Context: an optimization exercise on an open-source flow, tuned for small area and a short achievable clock period. The choices shown serve that exercise and are no tape-out recipe.
In this exercise RTL edits were held to simulation tests only and were not proved equivalent to the original.
Power is estimated from default activity; no workload was simulated.

job 2027:
==> flow/design.v (excerpt) <==
module divider
(
    input              clk,
    input              reset,
    input  [31:0]      A,
    input  [31:0]      B,
    input              start,
    input  [7:0]       Physical_address_in,
    input  [31:0]      PC_in,
    input              divider_op_in,
    output             divide_zero_exception,
    output [31:0]      Result,
    output [7:0]       Physical_address_out,
    output [31:0]      PC_out,
    output             done
);
For scale: about 860 flip-flops, ~180 I/O pins.
Settings: LEC_CHECK=0, ABC_AREA=1, CAP_MARGIN=20, CORE_MARGIN=2, CORE_UTILIZATION=40, SLEW_MARGIN=20; clock period 8.0 ns.
run.sh (not shown) runs the stock make flow with config.mk's settings and CLKGATE_MAP_FILE= SYNTH_SCRIPT=/design/flow/synth_recipe.tcl, a recipe that flattens the netlist after the stock synthesis.
Job 2027 | status: complete | timing, DRC, antenna: pass
Testbench counts of job 2027, summed over its fixed seeds: latency 144,000, ops 24,000.
Here is what was changed in the inputs of job 2770 compared with job 2027.
Settings: putting GPL_TIMING_DRIVEN at 0 where nothing was set.
Results
Clock-buffer cell count ended up about 0.9% higher on job 2770 than on job 2027. Job 2770 vs. job 2027: total placed cells including tap cells went down by 1105. Going from job 2027 to job 2770, clock network fraction of total power up 1.6 points, multi-input gate area in the final layout up 1400 um^2, first-pass GRT wire length down about 4%, layout sequential cell count flat, maximum VDD drop up 0.042 mV. Register-to-register slack: job 2770 > job 2027.

* * *

Another version of the RTL of divider (not shown whole).
Size in the first run: about 7100 cells after synthesis, ~790 flip-flops, ~180 I/O pins.
## divider
module divider
(
    input              clk,
    input              reset,
    input  [31:0]      A,
    input  [31:0]      B,
    input              start,
    input  [7:0]       Physical_address_in,
    input  [31:0]      PC_in,
    input              divider_op_in,
    output             divide_zero_exception,
    output [31:0]      Result,
    output [7:0]       Physical_address_out,
    output [31:0]      PC_out,
    output             done
);
==> flow/config.mk <==
export PLATFORM = sky130hd
export DESIGN_NAME = divider
export DESIGN_NICKNAME = divider
export VERILOG_FILES = /design/flow/design.v
export SDC_FILE = /design/flow/constraint.sdc
export NUM_CORES = 8
export LEC_CHECK = 0
export ABC_AREA = 1
export CAP_MARGIN = 5
export CORE_MARGIN = 2
export CORE_UTILIZATION = 40
export CTS_CLUSTER_DIAMETER = 100
export CTS_CLUSTER_SIZE = 28
export GPL_TIMING_DRIVEN = 0
export SLEW_MARGIN = 5
==> flow/constraint.sdc <==
create_clock -name core_clock -period 8.0 [get_ports {clk}]
set_input_delay 1.6000 -clock core_clock [delete_from_list [all_inputs] [get_ports {clk}]]
set_output_delay 1.6000 -clock core_clock [all_outputs]
set_load 0.01 [all_outputs]
standard.sh (not shown) runs the stock make flow with config.mk's settings and CLKGATE_MAP_FILE= SYNTH_SCRIPT=/design/flow/synth_recipe.tcl, a recipe that flattens the netlist after the stock synthesis.
==> flow/flow/run.sh <==
#!/bin/bash
set -euo pipefail
export BUFFER_PORTS_ARGS="-buffer_cell sky130_fd_sc_hd__buf_2"
export RECOVER_POWER=100
bash standard.sh > standard.log 2>&1
Testbench counts at the start, summed over its fixed seeds: latency 120,000, ops 24,000.
Then changed:
==> flow/run.sh (new file) <==
#!/bin/bash
# synth_recipe.tcl (not shown) runs the flow's synth.tcl, then flattens the netlist and writes it again
# the make line also repeats each setting of config.mk as NAME=value (left out here)
make -C /OpenROAD-flow-scripts/flow DESIGN_CONFIG=/design/flow/config.mk WORK_HOME=/design/flow/orfs CLKGATE_MAP_FILE= SYNTH_SCRIPT=/design/flow/synth_recipe.tcl finish
CAP_MARGIN = 20   (was 5)
SLEW_MARGIN = 20   (was 5)
removed: flow/flow/run.sh
removed: flow/standard.sh
Effect: The new run ran to the end with no violations; worst setup slack is worse by 60 ps; wire length falls by 1.5%; global-route usage falls by 0.53 points; non-clock buffer count rises by 39; sequential share of layout area falls by 0.33 points; design area rises by 1.5%; total power rises by 1.9%.
Then changed:
==> flow/flow/run.sh (new file) <==
#!/bin/bash
set -euo pipefail
export BUFFER_PORTS_ARGS="-buffer_cell sky130_fd_sc_hd__buf_2"
export RECOVER_POWER=100
bash standard.sh > standard.log 2>&1
==> flow/standard.sh (new file) <==
#!/bin/bash
# synth_recipe.tcl (not shown) runs the flow's synth.tcl, then flattens the netlist and writes it again
# the make line also repeats each setting of config.mk as NAME=value (left out here)
make -C /OpenROAD-flow-scripts/flow DESIGN_CONFIG=/design/flow/config.mk WORK_HOME=/design/flow/orfs CLKGATE_MAP_FILE= SYNTH_SCRIPT=/design/flow/synth_recipe.tcl "${@:-finish}"
CAP_MARGIN = 5   (was 20)
SETUP_SLACK_MARGIN = 0.1   (was not set)
SLEW_MARGIN = 5   (was 20)
removed: flow/run.sh
Effect: The changed run passed the timing, DRC and antenna checks; cell area drops by about 0.7%; clock power drops by about 5%; power drops by about 1.4%; setup slack gets better by 28 ps; critical path depth climbs by 30; final cell count hardly moves; sequential cell count does not change; die area does not change.
Then changed:
==> flow/run.sh (new file) <==
#!/bin/bash
# synth_recipe.tcl (not shown) runs the flow's synth.tcl, then flattens the netlist and writes it again
# the make line also repeats each setting of config.mk as NAME=value (left out here)
make -C /OpenROAD-flow-scripts/flow DESIGN_CONFIG=/design/flow/config.mk WORK_HOME=/design/flow/orfs CLKGATE_MAP_FILE= SYNTH_SCRIPT=/design/flow/synth_recipe.tcl finish
CAP_MARGIN = 20   (was 5)
CTS_CLUSTER_DIAMETER = 80   (was 100)
CTS_CLUSTER_SIZE = 32   (was 28)
SETUP_SLACK_MARGIN = not set   (was 0.1)
SLEW_MARGIN = 20   (was 5)
removed: flow/flow/run.sh
removed: flow/standard.sh
Outcome:
- fmax drops by about 0.9%
- wire length drops by about 2.5%
- clock power came out higher by 21%
Then changed:
==> flow/flow/run.sh (new file) <==
#!/bin/bash
set -euo pipefail
export BUFFER_PORTS_ARGS="-buffer_cell sky130_fd_sc_hd__buf_2"
export RECOVER_POWER=100
bash standard.sh > standard.log 2>&1
==> flow/standard.sh (new file) <==
#!/bin/bash
# synth_recipe.tcl (not shown) runs the flow's synth.tcl, then flattens the netlist and writes it again
# the make line also repeats each setting of config.mk as NAME=value (left out here)
make -C /OpenROAD-flow-scripts/flow DESIGN_CONFIG=/design/flow/config.mk WORK_HOME=/design/flow/orfs CLKGATE_MAP_FILE= SYNTH_SCRIPT=/design/flow/synth_recipe.tcl "${@:-finish}"
CTS_CLUSTER_DIAMETER = 100   (was 80)
CTS_CLUSTER_SIZE = 28   (was 32)
SETUP_SLACK_MARGIN = 0.1   (was not set)
removed: flow/run.sh
Power drops by 5.4%.
Cell count hardly moves.
Critical path depth climbs by 23.
Then changed:
SETUP_SLACK_MARGIN = not set   (was 0.1)
Routed wire length stays flat.
Combinational power is lower by about 0.8%.
Die area is unchanged.
Core utilization decreases by 0.24 points.
Sequential power barely changes.

* * *

Setup of main:
Another version of the RTL of divider (not shown whole).
Settings: LEC_CHECK=0, ABC_AREA=1, CAP_MARGIN=5, CORE_MARGIN=2, CORE_UTILIZATION=40, CTS_CLUSTER_DIAMETER=100, CTS_CLUSTER_SIZE=28, GPL_TIMING_DRIVEN=0, SLEW_MARGIN=5; clock period 8.0 ns.
==> flow/flow/run.sh <==
#!/bin/bash
set -euo pipefail
export BUFFER_PORTS_ARGS="-buffer_cell sky130_fd_sc_hd__buf_2"
export RECOVER_POWER=100
bash standard.sh > standard.log 2>&1
In summary, main completed successfully, with a layout that passed the timing, DRC and antenna checks.
Testbench counts of main, summed over its fixed seeds: latency 120,000, ops 24,000.
What the feature branch does differently from main at the input level:
Settings: SETUP_SLACK_MARGIN now 0.1, previously not set.
==> run notes <==
- The portion of total power attributed to combinational logic of the feature branch is higher than that of main.
- Utilization delta (the feature branch -> main): insignificant
- The logic depth of the worst setup path including buffers of the feature branch exceeds that of main by 2.3%.
- Comparing the feature branch and main, number of signal-net buffers in the layout is lower on main.
- Re design area: the feature branch is 0.30% up on main.
- Against main as the reference, the feature branch delivers a higher setup slack.

* * *

divider with an RTL version that a note above also has.
Size in the first run: about 7100 cells after synthesis, roughly 790 flip-flops, ~59000 µm² of cells after synthesis.
make LEC_CHECK=0 ABC_AREA=1 CAP_MARGIN=20 CORE_MARGIN=2 CORE_UTILIZATION=40 CTS_CLUSTER_DIAMETER=60 CTS_CLUSTER_SIZE=20 GPL_TIMING_DRIVEN=0 SETUP_SLACK_MARGIN=0.8 SLEW_MARGIN=20 finish   # period 8.0 ns
run.sh (not shown) runs the stock make flow with config.mk's settings and CLKGATE_MAP_FILE= SYNTH_SCRIPT=/design/flow/synth_recipe.tcl, a recipe that flattens the netlist after the stock synthesis.
Stock flow here: none of the scripts above is used.
Testbench counts at the start, summed over its fixed seeds: latency 120,000, ops 24,000.
Rerun with:
==> flow/flow/run.sh (new file) <==
#!/bin/bash
set -euo pipefail
export BUFFER_PORTS_ARGS="-buffer_cell sky130_fd_sc_hd__buf_2"
export RECOVER_POWER=100

bash standard.sh > standard.log 2>&1
==> flow/standard.sh (new file) <==
#!/bin/bash
# synth_recipe.tcl (not shown) runs the flow's synth.tcl, then flattens the netlist and writes it again
# the make line also repeats each setting of config.mk as NAME=value (left out here)
make -C /OpenROAD-flow-scripts/flow DESIGN_CONFIG=/design/flow/config.mk WORK_HOME=/design/flow/orfs CLKGATE_MAP_FILE= SYNTH_SCRIPT=/design/flow/synth_recipe.tcl "${@:-finish}"
- CAP_MARGIN: 20 -> 5
- CTS_CLUSTER_DIAMETER: 60 -> 100
- CTS_CLUSTER_SIZE: 20 -> 28
- PLACE_DENSITY: default -> 0.7
- SETUP_SLACK_MARGIN: 0.8 -> 0.1
- SLEW_MARGIN: 20 -> 5
removed: flow/run.sh
The changed run ran to the end with no violations.
Utilization fell by 3.8 points.
Global-route usage fell by 0.76 points.
Routed wire length fell by about 2.7%.
Rerun with:
==> flow/run.sh (new file) <==
#!/bin/bash
# synth_recipe.tcl (not shown) runs the flow's synth.tcl, then flattens the netlist and writes it again
# the make line also repeats each setting of config.mk as NAME=value (left out here)
make -C /OpenROAD-flow-scripts/flow DESIGN_CONFIG=/design/flow/config.mk WORK_HOME=/design/flow/orfs CLKGATE_MAP_FILE= SYNTH_SCRIPT=/design/flow/synth_recipe.tcl finish
- CAP_MARGIN: 5 -> 20
- CTS_CLUSTER_DIAMETER: 100 -> default
- CTS_CLUSTER_SIZE: 28 -> default
- PLACE_DENSITY: 0.7 -> default
- SETUP_SLACK_MARGIN: 0.1 -> default
- SLEW_MARGIN: 5 -> 20
removed: flow/flow/run.sh
removed: flow/standard.sh
- power came out higher by roughly a tenth
- worst setup slack gets better by 0.031 ns
- wire length came out lower by a few percent
- worst hold slack gets worse by 0.067 ns
- sequential power came out lower slightly
- final cell count came out higher slightly
Rerun with:
==> flow/flow/run.sh (new file) <==
#!/bin/bash
set -euo pipefail
export BUFFER_PORTS_ARGS="-buffer_cell sky130_fd_sc_hd__buf_2"
export RECOVER_POWER=100
bash standard.sh > standard.log 2>&1
==> flow/standard.sh (new file) <==
#!/bin/bash
# synth_recipe.tcl (not shown) runs the flow's synth.tcl, then flattens the netlist and writes it again
# the make line also repeats each setting of config.mk as NAME=value (left out here)
make -C /OpenROAD-flow-scripts/flow DESIGN_CONFIG=/design/flow/config.mk WORK_HOME=/design/flow/orfs CLKGATE_MAP_FILE= SYNTH_SCRIPT=/design/flow/synth_recipe.tcl "${@:-finish}"
- CAP_MARGIN: 20 -> 5
- CTS_CLUSTER_DIAMETER: default -> 100
- CTS_CLUSTER_SIZE: default -> 28
- SETUP_SLACK_MARGIN: default -> 0.5
- SLEW_MARGIN: 20 -> 5
removed: flow/run.sh
Effect: The new run passed the timing, DRC and antenna checks; cell area climbs by 2.1%; setup slack improves by 0.11 ns; critical path depth rises by 25; power drops by about 9%; via count goes up by 1.2%; fmax climbs by about 1.5%; synthesized area does not change; wire length came out higher by 4.7%.

* * *

divider again, from the RTL that the note above started with.
==> flow/config.mk <==
export PLATFORM = sky130hd
export DESIGN_NAME = divider
export DESIGN_NICKNAME = divider
export VERILOG_FILES = /design/flow/design.v
export SDC_FILE = /design/flow/constraint.sdc
export NUM_CORES = 8
export LEC_CHECK = 0
export ABC_AREA = 1
export CAP_MARGIN = 5
export CORE_MARGIN = 2
export CORE_UTILIZATION = 45
export CTS_CLUSTER_DIAMETER = 100
export CTS_CLUSTER_SIZE = 28
export GPL_TIMING_DRIVEN = 0
export SETUP_SLACK_MARGIN = 0.1
export SLEW_MARGIN = 5
==> flow/constraint.sdc <==
create_clock -name core_clock -period 8.0 [get_ports {clk}]
set_input_delay 1.6000 -clock core_clock [delete_from_list [all_inputs] [get_ports {clk}]]
set_output_delay 1.6000 -clock core_clock [all_outputs]
set_load 0.01 [all_outputs]
standard.sh (not shown) runs the stock make flow with config.mk's settings and CLKGATE_MAP_FILE= SYNTH_SCRIPT=/design/flow/synth_recipe.tcl, a recipe that flattens the netlist after the stock synthesis.
==> flow/flow/run.sh <==
#!/bin/bash
set -euo pipefail
export BUFFER_PORTS_ARGS="-buffer_cell sky130_fd_sc_hd__buf_2"
export RECOVER_POWER=100
bash standard.sh > standard.log 2>&1
Testbench counts at the start, summed over its fixed seeds: latency 120,000, ops 24,000.
Rerun with:
- CORE_UTILIZATION: 45 -> 40
- SETUP_SLACK_MARGIN: 0.1 -> 0.25
Outcome: The changed run completed with no timing, DRC or antenna violations; critical path depth rose by 3; count of clock-buffer cells in the layout does not change; core utilization fell by 4.8 points; fmax fell by 0.44%; sequential cell count stays the same; via count rose by 0.98%; clock power is about the same; first-iteration DRC count fell by 11%; cell count rose by 2.5%; routed wire length rose by 3.0%.
Rerun with:
==> flow/run.sh (new file) <==
#!/bin/bash
# synth_recipe.tcl (not shown) runs the flow's synth.tcl, then flattens the netlist and writes it again
# the make line also repeats each setting of config.mk as NAME=value (left out here)
make -C /OpenROAD-flow-scripts/flow DESIGN_CONFIG=/design/flow/config.mk WORK_HOME=/design/flow/orfs CLKGATE_MAP_FILE= SYNTH_SCRIPT=/design/flow/synth_recipe.tcl finish
- CAP_MARGIN: 5 -> 20
- CTS_CLUSTER_DIAMETER: 100 -> 60
- CTS_CLUSTER_SIZE: 28 -> 20
- SETUP_SLACK_MARGIN: 0.25 -> 0.4
- SLEW_MARGIN: 5 -> 20
removed: flow/flow/run.sh
removed: flow/standard.sh
After rerunning: Register-to-register slack improved by 260 ps; cell count is higher by 1.0%; core utilization is higher by 2.2 points; first-iteration DRC count is higher by about 15%.
Rerun with:
==> flow/flow/run.sh (new file) <==
#!/bin/bash
set -euo pipefail
export BUFFER_PORTS_ARGS="-buffer_cell sky130_fd_sc_hd__buf_1"
export RECOVER_POWER=100

bash standard.sh > standard.log 2>&1
==> flow/standard.sh (new file) <==
#!/bin/bash
# synth_recipe.tcl (not shown) runs the flow's synth.tcl, then flattens the netlist and writes it again
# the make line also repeats each setting of config.mk as NAME=value (left out here)
make -C /OpenROAD-flow-scripts/flow DESIGN_CONFIG=/design/flow/config.mk WORK_HOME=/design/flow/orfs CLKGATE_MAP_FILE= SYNTH_SCRIPT=/design/flow/synth_recipe.tcl "${@:-finish}"
- CAP_MARGIN: 20 -> 5
- CTS_CLUSTER_DIAMETER: 60 -> 100
- CTS_CLUSTER_SIZE: 20 -> 28
- SETUP_SLACK_MARGIN: 0.4 -> 0.1
- SLEW_MARGIN: 20 -> 5
removed: flow/run.sh
Outcome: The new run completed with no timing, DRC or antenna violations; clock power drops by about 33%; clock skew came out higher by 15 ps; fmax is lower by 3.6%; total power is lower by 11%; core utilization fell by 3.2 points; clock-buffer cell count decreases by 36; flip-flop and latch count does not change; global-route usage decreases by 0.15 points; die area does not change; setup slack got worse by 280 ps.
Rerun with:
==> flow/run.sh (new file) <==
#!/bin/bash
# synth_recipe.tcl (not shown) runs the flow's synth.tcl, then flattens the netlist and writes it again
# the make line also repeats each setting of config.mk as NAME=value (left out here)
make -C /OpenROAD-flow-scripts/flow DESIGN_CONFIG=/design/flow/config.mk WORK_HOME=/design/flow/orfs CLKGATE_MAP_FILE= SYNTH_SCRIPT=/design/flow/synth_recipe.tcl finish
- CAP_MARGIN: 5 -> 20
- CTS_CLUSTER_DIAMETER: 100 -> default
- CTS_CLUSTER_SIZE: 28 -> 24
- SETUP_SLACK_MARGIN: 0.1 -> default
- SLEW_MARGIN: 5 -> 20
removed: flow/flow/run.sh
removed: flow/standard.sh
After rerunning: The new run finished clean; global-route usage barely changes; total power went up by about 14%; cell area went up by about 3.2%; setup slack is worse by 11 ps; utilization went up by 1.5 points; wire length went down by 0.41%; via count went up by 1.0%; sequential share of layout area went down by 0.72 points.
Rerun with:
==> flow/flow/run.sh (new file) <==
#!/bin/bash
set -euo pipefail
export BUFFER_PORTS_ARGS="-buffer_cell sky130_fd_sc_hd__buf_2"
export RECOVER_POWER=100
export SKIP_GATE_CLONING=1
bash standard.sh > standard.log 2>&1
==> flow/standard.sh (new file) <==
#!/bin/bash
# synth_recipe.tcl (not shown) runs the flow's synth.tcl, then flattens the netlist and writes it again
# the make line also repeats each setting of config.mk as NAME=value (left out here)
make -C /OpenROAD-flow-scripts/flow DESIGN_CONFIG=/design/flow/config.mk WORK_HOME=/design/flow/orfs CLKGATE_MAP_FILE= SYNTH_SCRIPT=/design/flow/synth_recipe.tcl "${@:-finish}"
- CAP_MARGIN: 20 -> 5
- CTS_CLUSTER_DIAMETER: default -> 100
- CTS_CLUSTER_SIZE: 24 -> 28
- SETUP_SLACK_MARGIN: default -> 0.1
- SLEW_MARGIN: 20 -> 5
removed: flow/run.sh
What happened:
- setup slack improves by 33 ps
- final area is lower by 2.6%
- non-clock buffer count is higher by 42

==> port drivers added, routing unchanged <==
The flow's constraints put no driver on any port. The routed layouts listed below were extracted and timed again, unchanged, in two steps. Step 1 sets driving cells, clkbuf_16 on the clock port and buf_2 on the other inputs (assumed; they add their load-dependent delay and slew). Step 2, shift: input delay + t, output delay - t, t = (earliest + latest rising clock arrival at the registers) / 2. This alone moves slack from input paths to output paths. Three values: ideal, step 1, step 2; two values: the first two.
run	t (ns)	setup slack, ns	latest minus earliest clock arrival (ns)
job 2027	0.797	0.199 / 0.199 / 0.085	0.112 / 0.113
job 2770	0.817	0.230 / 0.230 / -0.363	0.093 / 0.093
the first run of note 2	0.746	0.330 / 0.330 / 0.021	0.069 / 0.068
the second run of note 2	0.777	0.269 / 0.190 / -0.120	0.076 / 0.076
the third run of note 2	0.749	0.298 / 0.298 / -0.042	0.069 / 0.070
the fourth run of note 2	0.766	0.231 / 0.153 / -0.114	0.044 / 0.044
the fifth run of note 2	0.740	0.288 / 0.288 / -0.110	0.071 / 0.071
the sixth run of note 2	0.740	0.277 / 0.277 / -0.077	0.066 / 0.066
main	0.716	0.298 / 0.298 / -0.083	0.047 / 0.047
the feature branch	0.716	0.366 / 0.366 / -0.002	0.046 / 0.046
the first run of note 4	0.784	0.540 / 0.540 / -0.035	0.072 / 0.072
the second run of note 4	0.748	0.234 / 0.234 / -0.100	0.050 / 0.051
the third run of note 4	0.777	0.264 / 0.182 / -0.103	0.083 / 0.082
the fourth run of note 4	0.750	0.376 / 0.376 / -0.013	0.073 / 0.073
the first run of note 5	0.754	0.328 / 0.328 / -0.196	0.056 / 0.056
the second run of note 5	0.748	0.295 / 0.295 / 0.077	0.067 / 0.067
the third run of note 5	0.762	0.556 / 0.556 / 0.100	0.056 / 0.055
the fourth run of note 5	0.744	0.275 / 0.275 / -0.143	0.066 / 0.066
the fifth run of note 5	0.777	0.264 / 0.182 / -0.103	0.083 / 0.082
the sixth run of note 5	0.749	0.298 / 0.298 / -0.042	0.069 / 0.070
With both steps, setup timing fails in 16 of these runs, where it was met with ideal ports. The setup slack of job 2770, which loses most, moves by 0.000 ns with the drivers and by -0.593 ns with both steps.
